From an optimization exercise on the open Yosys and OpenROAD flow, aimed at small area; shortcuts taken in it are not production practice.
For this run, only the layout was checked, not whether the RTL still works.
Power and IR drop assume default switching activity.

==> flow/config.mk <==
export PLATFORM = sky130hd
export DESIGN_NAME = top_module
export DESIGN_NICKNAME = top_module
export VERILOG_FILES = /design/flow/design.v
export SDC_FILE = /design/flow/constraint.sdc
export NUM_CORES = 4
export LEC_CHECK = 0
export CAP_MARGIN = 20
export CORE_MARGIN = 2
export CORE_UTILIZATION = 40
export SLEW_MARGIN = 20
==> flow/constraint.sdc <==
create_clock -name core_clock -period 10.0 [get_ports {sys_clk}]
set_input_delay 2.0000 -clock core_clock [delete_from_list [all_inputs] [get_ports {sys_clk}]]
set_output_delay 2.0000 -clock core_clock [all_outputs]
set_load 0.01 [all_outputs]
==> flow/design.v <==
module fq_div #(parameter N = 2)(
    input org_clk,
    input sys_rst_n,
    output reg div_n_clk
); 
    reg [63:0] count;
always @(posedge org_clk or negedge sys_rst_n) begin
    if (!sys_rst_n) begin
        div_n_clk <= 1'b0;
    end else if (count == N - 2) begin
        div_n_clk <= 1'b1;
    end else begin
        div_n_clk <= 1'b0;
    end
end
always @(posedge org_clk or negedge sys_rst_n) begin
    if (!sys_rst_n) begin
        count <= 0;
    end else if (count == N - 1) begin
        count <= 0;
    end else begin
        count <= count + 1;
    end
end
endmodule 
module cnt_nb #(
    parameter Max = 15,
    parameter Min = 0
)(
    input clk,
    input clk_en,
    input enable,
    input sys_rst_n,
    input U_D,  
    output reg [$clog2(Max + 1) - 1:0] cnt
);
    wire dir = U_D;
    always @(posedge clk or negedge sys_rst_n) begin
        if (!sys_rst_n) begin
            cnt <= Min;
        end else if (!clk_en) begin
            cnt <= cnt;
        end else if (!enable) begin
            cnt <= cnt;
        end else if (cnt == Max && dir == 0) begin
            cnt <= Min;
        end else if (cnt == Min && dir == 1) begin
            cnt <= Max;
        end else begin
            cnt <= (dir) ? cnt - 1 : cnt + 1;
        end
    end
endmodule
module shift_reg #(parameter N = 8, parameter SHIFT = 1) (
    input sys_rst_n,
    input clk,
    input clk_en,
    input enable,
    input [N-1:0] in,
    input [N-1:0] init,
    input load,
    input dir,  
    output [N-1:0] out
);
    reg [N-1:0] shift;
    always @(posedge clk or negedge sys_rst_n) begin
        if (!sys_rst_n) begin
            shift <= init;
        end else if (!clk_en) begin
            shift <= shift;
        end else if (!enable) begin
            shift <= shift;
        end else if (load) begin
            shift <= in;
        end else begin
            shift <= (dir) ? {shift[N-SHIFT-1:0], shift[N - 1: N - SHIFT]} : {shift[SHIFT - 1: 0], shift[N-1:SHIFT]};
        end
    end
    assign out = shift;
endmodule
module svn_dcdr_n (
    input [3:0] in,
    input clk,
    input clk_en,
    input sys_rst_n,
    output CA, CB, CC, CD, CE, CF, CG,
    output DP,
    output [7:0] AN
);
svn_dcdr svn1 (
    .in(in),
    .CA(CA),
    .CB(CB),
    .CC(CC),
    .CD(CD),
    .CE(CE),
    .CF(CF),
    .CG(CG),
    .DP(DP)
);
shift_reg #(8, 1) display_shift (
    .sys_rst_n(sys_rst_n),
    .clk(clk),
    .clk_en(clk_en),
    .enable(1'b1),
    .in(8'b11_111_110),
    .init(8'b11_111_110),
    .load(1'b0),
    .dir(1'b1),
    .out(AN)
);
endmodule
module svn_dcdr (
  input [3:0] in,
  output CA, CB, CC, CD, CE, CF, CG,
  output DP
);
assign {CA, CB, CC, CD, CE, CF, CG, DP} = 
  (in == 4'h0) ? 8'b00000011 :
  (in == 4'h1) ? 8'b10011111 :
  (in == 4'h2) ? 8'b00100101 :
  (in == 4'h3) ? 8'b00001101 :
  (in == 4'h4) ? 8'b10011001 :
  (in == 4'h5) ? 8'b01001001 :
  (in == 4'h6) ? 8'b01000001 :
  (in == 4'h7) ? 8'b00011111 :
  (in == 4'h8) ? 8'b00000001 :
  (in == 4'h9) ? 8'b00001001 :
  (in == 4'ha) ? 8'b11100101 :
  (in == 4'hb) ? 8'b11111101 :
  (in == 4'hc) ? 8'b10111001 :
  (in == 4'hd) ? 8'b11111101 :
  (in == 4'he) ? 8'b11000001 :
  8'b11111111;
endmodule
module bin_to_bcd_converter #(
    parameter DIGITS = 4
)(
    input  [(DIGITS*4)-1:0] in,
    output reg  [(DIGITS*4)-1:0] out
);
    localparam N = DIGITS * 4;
    integer i, j;
    reg [N + DIGITS*4 - 1:0] shift_reg;
    always @(*) begin
        shift_reg = 0;
        shift_reg[N-1:0] = in;
        for (i = 0; i < N; i = i + 1) begin
            for (j = 0; j < DIGITS; j = j + 1) begin
                if (shift_reg[N + j*4 +: 4] >= 5)
                    shift_reg[N + j*4 +: 4] = shift_reg[N + j*4 +: 4] + 3;
            end
            shift_reg = shift_reg << 1;
        end
        for (j = 0; j < DIGITS; j = j + 1) begin
            out[j*4 +: 4] = shift_reg[N + j*4 +: 4];
        end
    end
endmodule
module marquee #(parameter N = 32) (
    input sys_clk,
    input sys_rst_n,
    input enable,
    input dir,
    input [N-1:0] seq,
    output CA, 
    output CB,
    output CC, 
    output CD,
    output CE,
    output CF, 
    output CG,
    output DP,
    output [7:0] AN
);
wire [2:0] cnt;
wire clk_low;
wire clk_high;
parameter WIDTH = 4;
wire [N - 1 : 0] seq_shift;
fq_div #(50_000) fq_div_200 (  
    .sys_rst_n(sys_rst_n),
    .org_clk(sys_clk),
    .div_n_clk(clk_low)
);
fq_div #(500) fq_div_10 (  
    .sys_rst_n(sys_rst_n),
    .org_clk(sys_clk),
    .div_n_clk(clk_high)
);
cnt_nb #(.Max(8 - 1), .Min(0)) cnt_7 (
    .clk(sys_clk),
    .clk_en(clk_high),
    .sys_rst_n(sys_rst_n),
    .enable(1'b1),
    .U_D(1'b0),
    .cnt(cnt)
);
svn_dcdr_n svn1 (
    .in(seq_shift[cnt * WIDTH +: WIDTH]),
    .clk(sys_clk),
    .clk_en(clk_high),
    .sys_rst_n(sys_rst_n),
    .CA(CA),
    .CB(CB),
    .CC(CC),
    .CD(CD),
    .CE(CE),
    .CF(CF),
    .CG(CG),
    .DP(DP),
    .AN(AN)
);
marquee_shift #(.N(N), .SHIFT(WIDTH)) sequence_shift (
    .sys_rst_n(sys_rst_n),
    .clk(sys_clk),
    .clk_en(clk_low),
    .enable(enable),
    .seq(seq),
    .init(seq),
    .dir(dir),
    .out(seq_shift)
);
endmodule
module marquee_shift #(parameter N = 32, parameter SHIFT = 4) (
    input sys_rst_n,
    input clk,
    input clk_en,
    input enable,
    input [N-1:0] seq,
    input [N-1:0] init,
    input dir,  
    output [N-1:0] out
);
    reg [N-1:0] shift;
    wire [$clog2(N/SHIFT)-1:0] cnt;
    always @(*) begin
        if (!sys_rst_n) begin
            shift = init;
        end else begin
            shift = (seq >> (SHIFT * cnt)) | (seq << (N - SHIFT * cnt));
        end
    end
    assign out = shift;
    cnt_nb #(.Max(N/SHIFT - 1), .Min(0)) cnt_ (
        .clk(clk),
        .clk_en(clk_en),
        .sys_rst_n(sys_rst_n),
        .enable(enable),
        .U_D(dir),
        .cnt(cnt)
    );
endmodule
module RGB_led (
    input sys_clk,
    input sys_rst_n,
    input [7:0] in_R,
    input [7:0] in_G, 
    input [7:0] in_B,
    output R, G, B
);
PWM pwmR (
    .clk(sys_clk),
    .sys_rst_n(sys_rst_n),
    .duty_cycle(in_R),
    .out(R)
);
PWM pwmG (
    .clk(sys_clk),
    .sys_rst_n(sys_rst_n),
    .duty_cycle(in_G),
    .out(G)
);
PWM pwmB (
    .clk(sys_clk),
    .sys_rst_n(sys_rst_n),
    .duty_cycle(in_B),
    .out(B)
);
endmodule
module PWM (
    input clk,
    input sys_rst_n,
    input [7:0] duty_cycle,  
    output reg out
);
wire [6:0] cnt;  
always @(*) begin
    if (!sys_rst_n) begin
        out = 0;
    end else begin
        out = (cnt <= duty_cycle);
    end
end
PWM_counter #(
    .Max(100),
    .Min(1)
) PWM_cnt (
    .clk(clk),
    .enable(1'b1),
    .sys_rst_n(sys_rst_n),
    .U_D(1'b0),  
    .cnt(cnt)
);
endmodule
module PWM_counter #(
    parameter Max = 15,
    parameter Min = 0
)(
    input clk,
    input enable,
    input sys_rst_n,
    input U_D,  
    output reg [$clog2(Max + 1) - 1:0] cnt
);
    wire dir = U_D;
    always @(posedge clk or negedge sys_rst_n) begin
        if (!sys_rst_n) begin
            cnt <= Min;
        end else if (!enable) begin
            cnt <= cnt;
        end else if (cnt == Max && dir == 0) begin
            cnt <= Min;
        end else if (cnt == Min && dir == 1) begin
            cnt <= Max;
        end else begin
            cnt <= (dir) ? cnt - 1 : cnt + 1;
        end
    end
endmodule
module top_module (
    input sys_clk,
    input sys_rst_n,
    output CA,
    output CB,
    output CC,
    output CD,
    output CE,
    output CF,
    output CG,
    output DP,
    output [7:0] AN,
    output R_out,
    output G_out,
    output B_out
);
    parameter threshold = 1;
    parameter RED = 0, YELLOW = 1, GREEN = 2;
    reg [1:0] Q, Q_next;
    parameter [3*3-1:0] cnt_next_enable = 9'b001_100_010;
    reg [2:0] cnt_enable;
    wire [3:0] cnt [2:0];
    wire [2:0] cnt_yellow;
    reg [3:0] cnt_out;
    wire [7:0] cnt_out_dec;
    wire clk;
    parameter R = 0, G = 1, B = 2;
    parameter [8*3-1:0] in_RED = 24'h00_00_32;
    parameter [8*3-1:0] in_YELLOW = 24'h00_19_19;
    parameter [8*3-1:0] in_GREEN = 24'h00_32_00;
    reg [8*3-1:0] in;
    fq_div #(50_000) div_clk (  
        .org_clk(sys_clk),
        .sys_rst_n(sys_rst_n),
        .div_n_clk(clk)
    );
    cnt_nb_down #(.Max(10), .Min(1)) cnt_RED (
        .clk(sys_clk),
        .clk_en(clk),
        .sys_rst_n(sys_rst_n),
        .enable(cnt_enable[RED]),
        .cnt(cnt[RED])
    );
    cnt_nb_down #(.Max(5), .Min(1)) cnt_YELLOW (
        .clk(sys_clk),
        .clk_en(clk),
        .sys_rst_n(sys_rst_n),
        .enable(cnt_enable[YELLOW]),
        .cnt(cnt_yellow)
    );
    assign cnt[YELLOW] = {1'b0, cnt_yellow};
    cnt_nb_down #(.Max(10), .Min(1)) cnt_GREEN (
        .clk(sys_clk),
        .clk_en(clk),
        .sys_rst_n(sys_rst_n),
        .enable(cnt_enable[GREEN]),
        .cnt(cnt[GREEN])
    );
    bin_to_bcd_converter #(.DIGITS(2)) b2d1 (
        .in({4'h0, cnt_out}),
        .out(cnt_out_dec)
    );
    marquee #(.N(32)) m1 (
        .sys_clk(sys_clk),
        .sys_rst_n(sys_rst_n),
        .enable(1'b0),
        .dir(1'b0),
        .seq({24'hfff_fff, cnt_out_dec}),
        .CA(CA),
        .CB(CB),
        .CC(CC),
        .CD(CD),
        .CE(CE),
        .CF(CF),
        .CG(CG),
        .DP(DP),
        .AN(AN)
    );
    RGB_led led (
        .sys_clk(sys_clk),
        .sys_rst_n(sys_rst_n),
        .in_R(in[R*8 +: 8]),
        .in_G(in[G*8 +: 8]),
        .in_B(in[B*8 +: 8]),
        .R(R_out),
        .G(G_out),
        .B(B_out)
    );
    always @(posedge sys_clk or negedge sys_rst_n) begin
    if (!sys_rst_n) begin
            Q <= RED;
        end else if (!clk) begin
            Q <= Q;
        end else begin
            Q <= Q_next;
        end
    end
    always @(*) begin
        case (Q)
            RED: begin
                if (cnt_out == threshold) begin
                    Q_next = YELLOW;
                end else begin
                    Q_next = RED;
                end
            end
            YELLOW: begin
                if (cnt_out == threshold) begin
                    Q_next = GREEN;
                end else begin
                    Q_next = YELLOW;
                end
            end
            GREEN: begin
                if (cnt_out == threshold) begin
                    Q_next = RED;
                end else begin
                    Q_next = GREEN;
                end
            end
            default: Q_next = RED;
        endcase
    end
    always @(*) begin
        case (Q)
            RED: begin
                cnt_out = cnt[RED];
            end
            YELLOW: begin
                cnt_out = cnt[YELLOW];
            end
            GREEN: begin
                cnt_out = cnt[GREEN];
            end
            default: cnt_out = cnt[RED];
        endcase
    end
    always @(posedge sys_clk or negedge sys_rst_n) begin
        if (!sys_rst_n) begin
            cnt_enable <= 3'b001;
        end else if (!clk) begin
            cnt_enable <= cnt_enable;
        end else if (cnt_out == threshold) begin
            cnt_enable <= cnt_next_enable[Q*3 +: 3];
        end else begin
            cnt_enable <= cnt_enable;
        end
    end
    always @(*) begin
        case (Q)
            RED: begin
                in = in_RED;
            end
            YELLOW: begin
                in = in_YELLOW;
            end
            GREEN: begin
                in = in_GREEN;
            end
            default: in = in_RED;
        endcase
    end
endmodule
module cnt_nb_down #(
    parameter Max = 15,
    parameter Min = 0
)(
    input clk,
    input clk_en,
    input enable,
    input sys_rst_n,
    output reg [$clog2(Max + 1) - 1:0] cnt
);
    always @(posedge clk or negedge sys_rst_n) begin
        if (!sys_rst_n) begin
            cnt <= Max;
        end else if (!clk_en) begin
            cnt <= cnt;
        end else if (!enable) begin
            cnt <= cnt;
        end else if (cnt == Min) begin
            cnt <= Max;
        end else begin
            cnt <= cnt - 1;
        end
    end
endmodule
==> flow/run.sh <==
#!/bin/bash
# synth_recipe.tcl (not shown) runs the flow's synth.tcl, then flattens the netlist and writes it again
# the make line also repeats each setting of config.mk as NAME=value (left out here)
make -C /OpenROAD-flow-scripts/flow DESIGN_CONFIG=/design/flow/config.mk WORK_HOME=/design/flow/orfs CLKGATE_MAP_FILE= SYNTH_SCRIPT=/design/flow/synth_recipe.tcl finish
==> metrics.yaml <==
drive_above_1_share: 0.0942
io-pin-count: 21
layout.cells.non_filler: 1193
ys_seq_elements: 178
worstReg2RegStart: "div_clk.count[0]$_DFF_PN0_"
largest_net_degree_at_the_start_of_global_routing: 69
netSwitchingPower_w: 0.000309
route.vias.total: 6143
worstSetupEndpoint: "CD"
crit_path_max_fanout: 10
path_class: "flip-flop to output pin"
share_comb_of_total_power: 0.011
fp.dieH_um: 154
n_fill_cell: 2047
postSynth.asyncResetShare: 1.00
clockRootBuffer: "sky130_fd_sc_hd__clkbuf_16"
grt_antenna_before_repair: 0
fin_worst_skew_ns: 0.0184
post-route-period-util: 0.653
timing.fmax_ghz: 0.153
groute.usage.overall: 0.150
dp_hpwl_um: 11600
initialDrtViolationCount: 370
swShare: 0.217
numClockSinks: 178
postCtsResizedCells: 0
std_cell_rows: 54
final_std_cell_area_no_fill_mm2: 0.0101
post_synth_inst_count: 869
wire_length_of_the_first_global_routing_pass_um: 29600
drt-total-wl_um: 16700
finalWeightedCongestion: 0.752
timing.final.setup_violations: 0
ir_drop_mv: 0.0944
final-max-slew-violation-count: 0
remaining_drc_errors: 0
cts_tree: "built"
timing.setup.tns_ns: 0
multiInputGateArea_mm2: 0.00435
r2r_slack_ns: 7.18
die_area_mm2: 0.0238
htree_depth: 4
start_util: 0.411
number_of_iterations_in_the_first_detailed_routing_pass: 4
timing.critical_path.to_type: "output pin"
area_growth_syn_to_layout_pct: 12.5
cts_setup_buffers: 0
period_minus_slack_ns: 6.53
detailed_place.area_mm2: 0.00954
vias_in_the_first_global_route: 6169
ys_warn_count: 12
number_of_distinct_library_cell_variants_in_the_gate_level_netlist_after_synthesis: 59
share_clk_of_total_power: 0.485
fin_nets: 939
placedCellCount: 1161
reg2reg_depth: 7
start_kind: "flip-flop"
worst_setup_hold_path_clk_slew_ns: 0.07
worst_setup_path_startpoint: "Q[0]$_DFFE_PN0P_"
relSlewSlack: 0.417
clk_latency_ns: 0.43
worstPathRequired_ns: 8.00
coreArea_mm2: 0.0220
fin_util: 0.462
ctsHoldBuffers: 0
ys_seq_area_frac: 0.496
numCtsBuffers: 17
drv.max_cap_violation_count: 0
cellInternalPower_w: 0.00112
port_buf_inserts: 19
synth_net_count: 908
post_synth_instance_area_mm2: 0.00901
route.antenna.remaining_nets: 0
synth_area_per_cell_um2: 10.4
ctsLongestPathBuffers: 2
post_synth_main_area_contributors: "sky130_fd_sc_hd__dfrtp_1 (45%), sky130_fd_sc_hd__xnor2_1 (8.3%), sky130_fd_sc_hd__xor2_1 (5.2%), sky130_fd_sc_hd__ha_1 (5.1%), sky130_fd_sc_hd__dfstp_2 (5.0%)"
power.share.sequential: 0.504
synth_enable_flop_cells: 0
synthDominantCellAreaShare: 0.447
outcome: "finished clean"
power.density_cell_area_mw_per_mm2: 141
hold_viol: 0
worst-slew-pin-transition_ns: 0.874
gr-total-overflow: 0
timing.hold.worst.class: "flip-flop to flip-flop"
setup_repair_after_global_routing_missed_its_margin: "no"
n_antenna_cell: 0
synth_area_leader_cell: "sky130_fd_sc_hd__dfrtp_1"
synth_flop_cell: "sky130_fd_sc_hd__dfrtp_1"
leakage_power_nw: 4.55
timing.rr.end: "div_clk.count[50]$_DFF_PN0_"
route.detailed.wl_per_inst_um: 14.0
via_per_inst: 5.15
die_extent_in_x_um: 154
layout.area.seq_mm2: 0.00448
cp_data_arrival_time_ns: 4.53
## cells in the final DEF, fill, tap and decap left out, drive strengths merged, types with 4 or more instances in the layout
master	n
o21a	5
ha	37
xnor2	85
and4	15
dfrtp	161
nand4	33
a21o	6
mux2	14
nor2b	8
clkbuf	19
nor3	25
clkinvlp	4
clkdlybuf4s50	18
mux2i	4
nor2	87
nor4	38
nand2	67
o22ai	5
nand2b	7
o21ai	8
and2	7
and3	25
xor2	54
nand3	62
inv	46
a21oi	11
dfstp	17
## power by group through the flow
stage	logic, W	clock network [W]	registers (W)
floorplan	0.000000728	0	0.000734
global placement	0.0000169	0	0.000733
detailed placement	0.0000172	0	0.000733
CTS	0.0000172	0.000713	0.000720
global route	0.0000191	0.000738	0.000720
finish	0.0000156	0.000692	0.000720
## cell families (layout without fill, tap and decap cells)
logic type / Yosys count / in the layout / share of synthesized area
AOI/OAI and AO/OA: 52 / 52 / 0.0397
xor gates and xnor gates: 139 / 139 / 0.135
adders and majority gates: 37 / 37 / 0.0514
buffers and inverters: 50 / 94 / 0.0212
DFF: 178 / 178 / 0.496
muxes: 18 / 18 / 0.0219
other: 1 / 1 / 0.000416
and+or+nand+nor: 394 / 394 / 0.234
## cell type report
class,instances,area share
clock buffers,18,0.0423
flip-flops and latches,178,0.441
well taps,280,0.0346
multi-input cells,641,0.429
clock inverters,14,0.0172
repair buffers,21,0.0206
inverters,41,0.0152
## routing by layer
metal	share of wire	GRT usage	vias up
li1	-	-	3101
met1	0.52	0.211	3004
met2	0.46	0.240	36
met3	0.012	0.0313	2
met4	0.0038	0.0334	0
met5	0	0	-
## cells in the mapped netlist, types with 2 or more instances
cell and n:
sky130_fd_sc_hd__and4_2 3, sky130_fd_sc_hd__clkbuf_1 7, sky130_fd_sc_hd__o21a_1 5, sky130_fd_sc_hd__nor3b_1 3, sky130_fd_sc_hd__nor2_1 87, sky130_fd_sc_hd__and3b_1 2
sky130_fd_sc_hd__nor4_2 4, sky130_fd_sc_hd__o22ai_1 5, sky130_fd_sc_hd__a21o_1 5, sky130_fd_sc_hd__or2_2 2, sky130_fd_sc_hd__nor3_1 25, sky130_fd_sc_hd__nand4b_1 2
sky130_fd_sc_hd__o21ai_0 7, sky130_fd_sc_hd__nand4_1 33, sky130_fd_sc_hd__nor4_4 2, sky130_fd_sc_hd__dfstp_2 17, sky130_fd_sc_hd__nor2b_1 8, sky130_fd_sc_hd__o31a_1 2
sky130_fd_sc_hd__nand2b_1 7, sky130_fd_sc_hd__inv_1 41, sky130_fd_sc_hd__nand2_1 67, sky130_fd_sc_hd__ha_1 37, sky130_fd_sc_hd__or3_1 3, sky130_fd_sc_hd__and3_1 23
sky130_fd_sc_hd__nand3b_1 2, sky130_fd_sc_hd__o21bai_1 2, sky130_fd_sc_hd__xor2_1 54, sky130_fd_sc_hd__and4_1 12, sky130_fd_sc_hd__mux2i_1 4, sky130_fd_sc_hd__or4_1 2
sky130_fd_sc_hd__and2_2 3, sky130_fd_sc_hd__nand3_1 62, sky130_fd_sc_hd__xnor2_1 85, sky130_fd_sc_hd__nor4_1 32, sky130_fd_sc_hd__and3_2 2, sky130_fd_sc_hd__a41oi_1 2
sky130_fd_sc_hd__a21oi_1 10, sky130_fd_sc_hd__and2_1 4, sky130_fd_sc_hd__mux2_2 14, sky130_fd_sc_hd__a22oi_1 3, sky130_fd_sc_hd__dfrtp_1 161
## worst min-delay path by stage
stage                                                 from                               end  slack (ns)  cells after the start
after CTS                 m1.fq_div_10.count[63]$_DFF_PN0_  m1.fq_div_10.count[63]$_DFF_PN0_        0.47                      1
after global placement    m1.fq_div_10.count[63]$_DFF_PN0_  m1.fq_div_10.count[63]$_DFF_PN0_        0.46                      1
final                     m1.fq_div_10.count[63]$_DFF_PN0_  m1.fq_div_10.count[63]$_DFF_PN0_        0.47                      1
after detailed placement       div_clk.count[63]$_DFF_PN0_       div_clk.count[63]$_DFF_PN0_        0.46                      1
after global routing      m1.fq_div_10.count[63]$_DFF_PN0_  m1.fq_div_10.count[63]$_DFF_PN0_        0.49                      1
after floorplan                div_clk.count[63]$_DFF_PN0_       div_clk.count[63]$_DFF_PN0_        0.44                      1
## worst max-delay path, stage by stage, from the launching register on
cell and delay [ns]:
sky130_fd_sc_hd__dfrtp_1 0.40, sky130_fd_sc_hd__inv_1 0.11, sky130_fd_sc_hd__ha_1 0.49, sky130_fd_sc_hd__nor2_1 0.10, sky130_fd_sc_hd__a21oi_1 0.33, sky130_fd_sc_hd__inv_1 0.14
sky130_fd_sc_hd__ha_1 0.26, sky130_fd_sc_hd__and4_1 0.22, sky130_fd_sc_hd__a211oi_2 0.45, sky130_fd_sc_hd__xor2_1 0.31, sky130_fd_sc_hd__o21ai_1 0.21, sky130_fd_sc_hd__or3_1 0.39
sky130_fd_sc_hd__a2bb2oi_1 0.16, sky130_fd_sc_hd__clkdlybuf4s50_1 0.55
## stage by stage
stage	setup slack [ns]	hold WS, ns	power [W]
floorplan	4.70	0.443	0.000734
global placement	4.08	0.457	0.000750
detailed placement	3.92	0.465	0.000751
CTS	3.45	0.475	0.00145
global route	3.06	0.492	0.00148
finish	3.47	0.472	0.00143

afterwards: timing with drivers on the ports:
Ports are ideal in the flow. The routed layout listed here was re-timed in OpenROAD. Step 1: set_driving_cell puts a clkbuf_16 on sys_clk and a buf_2 on each other input, an assumption about the parent block. Step 2, shift: input delay + t, output delay - t, t = (earliest + latest rising clock arrival at the registers) / 2. This alone moves slack from input paths to output paths. a / b / c = no drivers / after step 1 / after step 2; a / b = the first two.
shift t [ns]: 0.462
setup WS [ns]: 3.471 / 3.426 / 3.887
hold WS [ns]: 0.472 / 0.472 / 0.472
worst slew at a driven data input, ns: 0.05
cell pins on the clock port's net: 1
After both steps setup and hold are still met in this run. The setup slack of this run moves by -0.045 ns with the drivers and by +0.416 ns with both steps.
